From an optimization exercise on the open Yosys and OpenROAD flow, aimed at small area; shortcuts taken in it are not production practice.
RTL that was checked went through simulation tests only; none was proved equivalent to the original.
No driver is modelled on the clock port, so clocking that relies on it looks cheaper here than on a real chip.
No activity file was given, so power comes from the tool's default toggle rates.

==> flow/design.v (excerpt) <==
module apb_logi (input pclk,
                 input reset_n,
                 input [31:0] paddress,
                 input pwrite,
                 input pselx,
                 input penable,
                 input [31:0] pwdata,
                 output reg pslverr,
                 output reg pready,
                 output [31:0] prdata
                 );
clock: 5.0 ns
lec_check: 0
cap_margin: 20
core_margin: 2
core_utilization: 40
slew_margin: 20
standard.sh (not shown) runs the stock make flow with config.mk's settings and CLKGATE_MAP_FILE= SYNTH_SCRIPT=/design/flow/synth_recipe.tcl, a recipe that flattens the netlist after the stock synthesis.
==> flow/flow/run.sh <==
#!/bin/bash
# Standard ORFS layout, except:
#  - synthesis is the standard synthesis with an area-oriented ABC script
#    (flow/abc_area.script) for the combinational logic; registers are untouched;
#  - the ports are buffered with the smallest buffer;
#  - the clock tree is built by flow/clock_tree.tcl instead of ORFS's CTS step.
set -euo pipefail
W=$PWD
cat > $W/area_synth.tcl <<EOT
puts "area_synth: ABC script $W/flow/abc_area.script"
proc abc {args} {
  set i [lsearch \$args -script]
  set args [lreplace \$args \$i [expr {\$i+1}] -script $W/flow/abc_area.script]
  yosys abc {*}\$args
}
source $W/synth_recipe.tcl
EOT
export BUFFER_PORTS_ARGS="-buffer_cell sky130_fd_sc_hd__buf_1"
bash standard.sh SYNTH_SCRIPT=$W/area_synth.tcl place > standard_place.log 2>&1
export RESULTS=$W/orfs/results/sky130hd/apb_logi/base
export CLK_LEAVES=4 CLK_LEAF_BUF=sky130_fd_sc_hd__buf_16 CLK_ROOTS=0 CLK_ROOT_BUF=sky130_fd_sc_hd__buf_8
export CLK_LEAF_SIZES="sky130_fd_sc_hd__buf_16 sky130_fd_sc_hd__buf_12 sky130_fd_sc_hd__buf_8 sky130_fd_sc_hd__buf_6 sky130_fd_sc_hd__buf_4" CLK_SLEW_TARGET=0.115
export CELL_PAD=0
openroad -no_init -exit $W/flow/clock_tree.tcl > clock_tree.log 2>&1
cp $RESULTS/3_place.sdc $RESULTS/4_cts.sdc
bash standard.sh SYNTH_SCRIPT=$W/area_synth.tcl finish > standard_finish.log 2>&1
==> flow/flow/abc_area.script <==
strash
&get -n
&st
&syn2
&dch -f
&nf -a
&st
&dch -f
&nf -a
&put
buffer -c
topo
stime -c
upsize -c
dnsize -c
Other scripts of this flow, unchanged in this note and not shown: flow/flow/clock_tree.tcl
The first run passed the timing, DRC and antenna checks.
Next try:
==> flow/flow/abc_area.script (replaced) <==
strash
&get -n
&st
&syn2
&dch -f
&nf -a
&st
&dch -f
&nf -a
&put
buffer -c
topo
The new run went through all stages and came out clean; total power grows by about 0.8%; sequential power stays flat; global-route usage came out lower by 0.20 points; non-clock buffer count shrinks by 1; core utilization shrinks by 0.32 points; final area hardly moves; clock skew is higher by 0.015 ns; routed wire length is higher by 2.2%.
Function was not checked in any run of this note: the RTL went through the layout flow alone.

* * *

v6:
apb_logi, a different RTL version from the one above (not shown whole).
Size: about 230 cells after synthesis, ~3800 um^2 of cells after synthesis.
clock: 5.0 ns
lec_check: 0
cap_margin: 20
core_margin: 2
core_utilization: 40
slew_margin: 20
==> flow/flow/run.sh <==
#!/bin/bash
# Standard ORFS layout, with the smallest buffer on the ports and no dummy
# loads in the clock tree.
set -euo pipefail
export BUFFER_PORTS_ARGS="-buffer_cell sky130_fd_sc_hd__buf_1"
export CTS_ARGS="-sink_clustering_enable -repair_clock_nets -dont_use_dummy_load"
bash standard.sh > standard.log 2>&1
v6 reached the final stage; the timing, DRC and antenna checks on its layout passed.
The inputs of v7 differ from those of v6 as listed below.
==> flow/flow/run.sh <==
#!/bin/bash
set -euo pipefail
export BUFFER_PORTS_ARGS="-buffer_cell sky130_fd_sc_hd__buf_1"
export CTS_ARGS="-sink_clustering_enable -repair_clock_nets -dont_use_dummy_load -buf_list sky130_fd_sc_hd__clkbuf_8 -sink_clustering_size 40 -sink_clustering_max_diameter 150"
bash standard.sh > standard.log 2>&1
diff --git a/flow/config.mk b/flow/config.mk
--- a/flow/config.mk
+++ b/flow/config.mk
@@ -8 +8 @@
-export CAP_MARGIN = 20
+export CAP_MARGIN = 0
@@ -11 +11 @@
-export SLEW_MARGIN = 20
+export SLEW_MARGIN = 0
### Flow results
On clock tree buffer count of the final layout, v7 and v6 are basically level. Looking at v7 and v6, the sequential cell count is a wash. Diff v6..v7 | static leakage | unchanged. Diff v6 -> v7: die area flat; well-tap cell count saw little to no change; die width about even.

* * *

== the previous run ==
apb_logi, a different RTL version from the one above (not shown whole).
For scale: about 100 I/O pins.
Settings: LEC_CHECK=0, CAP_MARGIN=20, CORE_MARGIN=2, CORE_UTILIZATION=60, PLACE_DENSITY=0.85, SLEW_MARGIN=20; clock period 5.0 ns.
==> flow/flow/run.sh <==
#!/bin/bash
# Standard ORFS layout, except:
#  - synthesis is the standard synthesis with an area-oriented ABC script
#    (flow/abc_area.script) for the combinational logic; registers are untouched;
#  - the ports are buffered with the smallest buffer;
#  - the clock tree is built by flow/clock_tree.tcl instead of ORFS's CTS step.
set -euo pipefail
W=$PWD
cat > $W/area_synth.tcl <<EOT
puts "area_synth: ABC script $W/flow/abc_area.script"
proc abc {args} {
  set i [lsearch \$args -script]
  set args [lreplace \$args \$i [expr {\$i+1}] -script $W/flow/abc_area.script]
  yosys abc {*}\$args
}
source $W/synth_recipe.tcl
EOT
export BUFFER_PORTS_ARGS="-buffer_cell sky130_fd_sc_hd__buf_1"
bash standard.sh SYNTH_SCRIPT=$W/area_synth.tcl place > standard_place.log 2>&1
export RESULTS=$W/orfs/results/sky130hd/apb_logi/base
export CLK_LEAVES=4 CLK_LEAF_BUF=sky130_fd_sc_hd__buf_16 CLK_ROOTS=0 CLK_ROOT_BUF=sky130_fd_sc_hd__buf_8
export CLK_LEAF_SIZES="sky130_fd_sc_hd__buf_16 sky130_fd_sc_hd__buf_12 sky130_fd_sc_hd__buf_8 sky130_fd_sc_hd__buf_6 sky130_fd_sc_hd__buf_4" CLK_SLEW_TARGET=0.115
export CELL_PAD=0
openroad -no_init -exit $W/flow/clock_tree.tcl > clock_tree.log 2>&1
cp $RESULTS/3_place.sdc $RESULTS/4_cts.sdc
bash standard.sh SYNTH_SCRIPT=$W/area_synth.tcl finish > standard_finish.log 2>&1
Other scripts of this flow, unchanged in this note and not shown: flow/flow/abc_area.script, flow/flow/clock_tree.tcl
The inputs of the current run differ from those of the previous run as listed below.
- PLACE_DENSITY changed from 0.85 to 0.95
- CORE_UTILIZATION changed from 60 to 40
Results
- [compare] base=the previous run new=the current run: clock skew went up 0.0065 ns; number of tap instances went up about 44%.
- On setup slack, the previous run beats the current run.
- Higher share of total power consumed by net switching among the previous run and the current run: the current run
- Compared with the previous run, the current run shows a lower final RePlAce weighted congestion.
- The current run supports a lower top clock frequency than the previous run.
- Diff the previous run..the current run | quantity of I/O buffers inserted on ports | unchanged
- | via count of the routed design | the current run vs the previous run | about 1.7% lower |
- Relative to the previous run, the current run degrades final critical path time including I/O delays and setup.
- Compared with the previous run, the current run shows power consumption that has gone down slightly.

* * *

apb_logi, a different RTL version from the one above (not shown whole).
Size in the first run: ~220 cells after synthesis, about 110 flip-flops, ~3600 sq um of cells after synthesis.
==> flow/design.v (excerpt) <==
module apb_logi (input pclk,
                 input reset_n,
                 input [31:0] paddress,
                 input pwrite,
                 input pselx,
                 input penable,
                 input [31:0] pwdata,
                 output reg pslverr,
                 output reg pready,
                 output [31:0] prdata
                 );
clock: 5.0 ns
lec_check: 0
cap_margin: 20
core_margin: 2
core_utilization: 40
slew_margin: 20
==> flow/flow/run.sh <==
#!/bin/bash
# Standard ORFS layout, except:
#  - synthesis is the standard synthesis with an area-oriented ABC script
#    (flow/abc_area.script) for the combinational logic; registers are untouched;
#  - the ports are buffered with the smallest buffer;
#  - no dummy loads in the clock tree.
set -euo pipefail
W=$PWD
cat > $W/area_synth.tcl <<EOT
puts "area_synth: ABC script $W/flow/abc_area.script"
proc abc {args} {
  set i [lsearch \$args -script]
  set args [lreplace \$args \$i [expr {\$i+1}] -script $W/flow/abc_area.script]
  yosys abc {*}\$args
}
source $W/synth_recipe.tcl
EOT
export BUFFER_PORTS_ARGS="-buffer_cell sky130_fd_sc_hd__buf_1"
export CTS_ARGS="-sink_clustering_enable -repair_clock_nets -dont_use_dummy_load"
bash standard.sh SYNTH_SCRIPT=$W/area_synth.tcl finish > standard.log 2>&1
==> flow/flow/abc_area.script <==
strash
&get -n
&st
&syn2
&dch -f
&nf -a
&st
&dch -f
&nf -a
&put
topo
Then changed:
--- a/flow/config.mk
+++ b/flow/config.mk
@@ -10,0 +11 @@
+export PLACE_DENSITY = 0.9
Outcome:
- wire length came out higher by 3.7%
- first-iteration DRC count came out higher by 17%
- setup slack degrades by 390 ps
- total power hardly moves

* * *

The RTL this note starts from:
==> flow/design.v <==
module apb_logi (input pclk,
                 input reset_n,
                 input [31:0] paddress,
                 input pwrite,
                 input pselx,
                 input penable,
                 input [31:0] pwdata,
                 output reg pslverr,
                 output reg pready,
                 output [31:0] prdata
                 );
reg [3:0]  st;
reg [31:0] wd1;
reg [31:0] rw;
reg [31:0] wo;
reg        wrw, wwo;
wire adr_ok = ~|{paddress[31:4], paddress[1:0]};
wire refused = (paddress[3] & ~paddress[2] & ~pwrite) |
               (paddress[3] &  paddress[2] &  pwrite);
wire valid = pselx & adr_ok & ~refused;
wire [2:0] code = valid ? {paddress[3:2], pwrite} : 3'b100;
wire first = penable & pselx & ~st[3];
wire match = valid & (st[2:0] == code) & (pwdata == wd1);
wire ok = first & match;
wire [2:0] sel = {ok & (code == 3'b110),
                  ok & (code == 3'b000) & wwo,
                  ok & (code == 3'b010) & wrw};
always @(posedge pclk) begin
   st  <= penable ? {1'b1, sel} : {1'b0, code};
   wd1 <= pwdata;
   pready  <= reset_n & first;
   pslverr <= reset_n & first & ~match;
   if (ok & (code == 3'b011))
      rw <= pwdata;
   if (ok & (code == 3'b101))
      wo <= pwdata;
   if (~reset_n) begin
      wrw <= 1'b0;
      wwo <= 1'b0;
   end else begin
      if (ok & (code == 3'b011))
         wrw <= 1'b1;
      if (ok & (code == 3'b101))
         wwo <= 1'b1;
   end
end
assign prdata = ({32{st[0]}} & rw) | ({32{st[1]}} & wo) | ({32{st[2]}} & 32'h000000AA);
endmodule
Settings: LEC_CHECK=0, CAP_MARGIN=20, CORE_MARGIN=2, CORE_UTILIZATION=40, SLEW_MARGIN=20; clock period 5.0 ns.
==> flow/flow/run.sh <==
#!/bin/bash
# Standard ORFS layout, except:
#  - synthesis is the standard synthesis with an area-oriented ABC script
#    (flow/abc_area.script) for the combinational logic; registers are untouched;
#  - the ports are buffered with the smallest buffer;
#  - the clock tree is built by flow/clock_tree.tcl instead of ORFS's CTS step.
set -euo pipefail
W=$PWD
cat > $W/area_synth.tcl <<EOT
puts "area_synth: ABC script $W/flow/abc_area.script"
proc abc {args} {
  set i [lsearch \$args -script]
  set args [lreplace \$args \$i [expr {\$i+1}] -script $W/flow/abc_area.script]
  yosys abc {*}\$args
}
source $W/synth_recipe.tcl
EOT
export BUFFER_PORTS_ARGS="-buffer_cell sky130_fd_sc_hd__buf_1"
bash standard.sh SYNTH_SCRIPT=$W/area_synth.tcl place > standard_place.log 2>&1
export RESULTS=$W/orfs/results/sky130hd/apb_logi/base
export CLK_LEAVES=4 CLK_LEAF_BUF=sky130_fd_sc_hd__buf_16 CLK_ROOTS=0 CLK_ROOT_BUF=sky130_fd_sc_hd__buf_8
export CLK_LEAF_SIZES="sky130_fd_sc_hd__buf_16 sky130_fd_sc_hd__buf_12 sky130_fd_sc_hd__buf_8 sky130_fd_sc_hd__buf_6 sky130_fd_sc_hd__buf_4" CLK_SLEW_TARGET=0.115
export CELL_PAD=0
openroad -no_init -exit $W/flow/clock_tree.tcl > clock_tree.log 2>&1
cp $RESULTS/3_place.sdc $RESULTS/4_cts.sdc
bash standard.sh SYNTH_SCRIPT=$W/area_synth.tcl finish > standard_finish.log 2>&1
==> flow/flow/abc_area.script <==
strash
&get -n
&st
&dc2
&dch -f
&nf -a -F 20 -A 20 -E 100
&put
topo
Other scripts of this flow, unchanged in this note and not shown: flow/flow/clock_tree.tcl
Edit:
==> flow/flow/abc_area.script (replaced) <==
strash
&get -n
&st
&syn2
&dch -f
&nf -a
&st
&dch -f
&nf -a
&put
topo
Effect:
- sequential share of layout area came out higher by 0.31 points
- wire length came out higher by about 7.5%
- worst hold slack gains 0.015 ns
- critical path depth came out lower by 1
- non-clock buffer count came out lower by 3

-- separate check: timing with driven ports --
The flow's constraints put no driver on any port. The routed layouts listed below were extracted and timed again, unchanged, in two steps.
Step 1: set_driving_cell puts a clkbuf_16 on pclk and a buf_2 on each other input, an assumption about the parent block.
Step 2 also shifts input and output timing later by t, the mid clock arrival at the registers, as if the neighbouring blocks saw the same clock.
Slacks: no drivers / after step 1 / after step 2; pairs: no drivers / after step 1.
| run | t, ns | setup WS [ns] | clock arrival spread, ns | worst data-port slew with drivers (ns) |
|---|---|---|---|---|
| the first run of note 1 | 0.212 | 1.476 / 1.537 / 1.324 | 0.010 / 0.011 | 0.05 |
| the second run of note 1 | 0.221 | 1.397 / 1.467 / 1.246 | 0.025 / 0.025 | 0.05 |
| v6 | 0.373 | 1.951 / 1.953 / 1.579 | 0.036 / 0.035 | 0.05 |
| v7 | 0.373 | 1.951 / 1.953 / 1.579 | 0.036 / 0.035 | 0.05 |
| the previous run | 0.209 | 1.237 / 1.291 / 1.082 | 0.011 / 0.012 | 0.04 |
| the current run | 0.211 | 1.142 / 1.196 / 0.986 | 0.019 / 0.019 | 0.04 |
| the first run of note 4 | 0.373 | 1.692 / 1.695 / 1.322 | 0.035 / 0.035 | 0.05 |
| the second run of note 4 | 0.381 | 1.298 / 1.294 / 0.914 | 0.038 / 0.037 | 0.05 |
| the first run of note 5 | 0.212 | 0.917 / 0.979 / 0.767 | 0.017 / 0.017 | 0.05 |
| the second run of note 5 | 0.216 | 1.237 / 1.284 / 1.068 | 0.022 / 0.022 | 0.05 |
After both steps setup and hold are still met in every run listed. The setup slack of the second run of note 4, which loses most, moves by -0.004 ns with the drivers and by -0.384 ns with both steps.
